From an optimization exercise on the open Yosys and OpenROAD flow, aimed at small area and a short achievable clock period; shortcuts taken in it are not production practice. RTL that was checked went through simulation tests only; none was proved equivalent to the original.

Setup of P:
## speedometer
module speedometer
(
	input clk,
	input rst,
	input speedInfrac,
	output [13:0] outSpeed,
	output [6:0] OL,
	output [3:0] DIG
);
For scale: ~830 cells after synthesis, ~7600 µm² of cells after synthesis.
export LEC_CHECK = 0
export ABC_AREA = 1
export CAP_MARGIN = 20
export CORE_MARGIN = 2
export CORE_UTILIZATION = 60
export CTS_BUF_LIST = sky130_fd_sc_hd__clkbuf_8
export SLEW_MARGIN = 20
create_clock -name core_clock -period 150.0 [get_ports {clk}]
standard.sh (not shown) runs the stock make flow with config.mk's settings and CLKGATE_MAP_FILE= SYNTH_SCRIPT=/design/flow/synth_recipe.tcl, a recipe that flattens the netlist after the stock synthesis.
==> flow/flow/run.sh <==
#!/bin/bash
set -euo pipefail
rm -rf scripts_area
cp -r "$FLOW_HOME/scripts" scripts_area
printf 'strash\ndc2\ndch\namap\n' > scripts_area/abc_area.script
bash standard.sh SCRIPTS_DIR="$PWD/scripts_area" \
  CTS_ARGS="-sink_clustering_enable -repair_clock_nets -buf_list sky130_fd_sc_hd__clkbuf_8 -sink_clustering_size 30 -sink_clustering_max_diameter 100 -dont_use_dummy_load" \
  BUFFER_PORTS_ARGS="-buffer_cell sky130_fd_sc_hd__buf_1" finish > standard_flow.log 2>&1
Having completed the whole flow, P delivered a layout that passed the timing, DRC and antenna checks.
--- input diff P..Q ---
-- flow/design.v --
<<< P, line 9
reg [4:0] circleCnt;	 
reg last;
reg hold;		 
wire edge_ = speedInfrac & ~last;
wire meas = &circleCnt;
wire tmo = cnt[15] & cnt[14] & cnt[9] & cnt[8] & cnt[6] & cnt[4];
wire tmox = tmo | hold;
wire [15:0] ncnt = ~cnt;
wire [15:0] dv14;
>>> Q, line 9
reg [4:0] circleCnt;	 
reg last;
wire edge_ = speedInfrac & ~last;
wire meas = &circleCnt;
wire tmo = cnt[15] & cnt[14] & cnt[9] & cnt[8] & cnt[6] & cnt[4];
wire [15:0] ncnt = ~cnt;
wire [15:0] dv14;
<<< P, line 78
always @(posedge clk_50Mhz) p10 <= r10;
reg pq13_0;
always @(posedge clk_50Mhz) pq13_0 <= q13 | tmox;
reg pq12_0;
always @(posedge clk_50Mhz) pq12_0 <= q12 | tmox;
reg pq11_0;
always @(posedge clk_50Mhz) pq11_0 <= q11 | tmox;
reg pq10_0;
always @(posedge clk_50Mhz) pq10_0 <= q10 | tmox;
wire [8:0] t9 = {p10, 1'b1};
wire [8:0] n9 = ncnt[8:0];
>>> Q, line 76
always @(posedge clk_50Mhz) p10 <= r10;
reg pq13_0;
always @(posedge clk_50Mhz) pq13_0 <= q13 | tmo;
reg pq12_0;
always @(posedge clk_50Mhz) pq12_0 <= q12 | tmo;
reg pq11_0;
always @(posedge clk_50Mhz) pq11_0 <= q11 | tmo;
reg pq10_0;
always @(posedge clk_50Mhz) pq10_0 <= q10 | tmo;
wire [8:0] t9 = {p10, 1'b1};
wire [8:0] n9 = ncnt[8:0];
<<< P, line 228
	if (rst) begin
		last <= 1'b1;
		hold <= 1'b0;
		outSpeed <= 14'd9999;
		cnt <= 16'd0;
>>> Q, line 226
	if (rst) begin
		last <= 1'b1;
		outSpeed <= 14'd9999;
		cnt <= 16'd0;
<<< P, line 234
	end
	else begin
		last <= speedInfrac;
		hold <= tmo & edge_;
		if (edge_)
			circleCnt <= circleCnt + 5'd1;
		else if (meas)
			circleCnt <= 5'd0;
		if (meas | tmox)
			cnt <= 16'd0;
		else if (!edge_)
			cnt <= cnt + 16'd1;
		if (!edge_) begin
			if (meas)
				outSpeed <= hold ? 14'd3 : quo;	 
			else if (tmox)
				outSpeed <= 14'd0;
		end
	end
end
>>> Q, line 231
	end
	else begin
		if (edge_)
			circleCnt <= circleCnt + 5'd1;
		else if (meas) begin
			circleCnt <= 5'd0;
			outSpeed <= quo;	 
			cnt <= 16'd0;
		end
		else if (!tmo)
			cnt <= cnt + 16'd1;
		else begin
			cnt <= 16'd0;
			outSpeed <= 14'd0;
		end
		last <= speedInfrac;
	end
end
==> run summary <==
P → Q: first-pass GRT wire length essentially unchanged; post-route minimum period lower; design area ~0 delta; max-cap violation count now sits at about the same level.
[Q vs P] first-iteration DRC count: higher in Q
Q: number of cells in the finished layout apart from fillers about 0.7% above P
On relative slew slack: Q sits above P.
Function not checked in P: the RTL went through the layout flow alone.

[what the ideal ports hide]
How much do the figures lean on ideal ports? The routed layouts below were timed once more, with nothing changed but the port constraints. Step 1: set_driving_cell puts a clkbuf_16 on clk and a buf_2 on each other input, an assumption about the parent block. Step 2, shift: input delay + t, output delay - t, t = (earliest + latest rising clock arrival at the registers) / 2. This alone moves slack from input paths to output paths. a / b / c = ideal / step 1 / step 2; a / b = the first two.
run | t (ns) | slack for setup (ns) | latest minus earliest clock arrival (ns) | worst register clock-pin slew, ns
P | 0.396 | 118.121 / 118.126 / 117.730 | 0.019 / 0.018 | 0.08 / 0.08
Q | 0.403 | 118.190 / 118.205 / 117.802 | 0.029 / 0.029 | 0.09 / 0.09
After both steps every run listed still meets setup and hold. For P, which loses most, drivers alone change the setup slack by +0.005 ns; drivers and shift together by -0.391 ns.
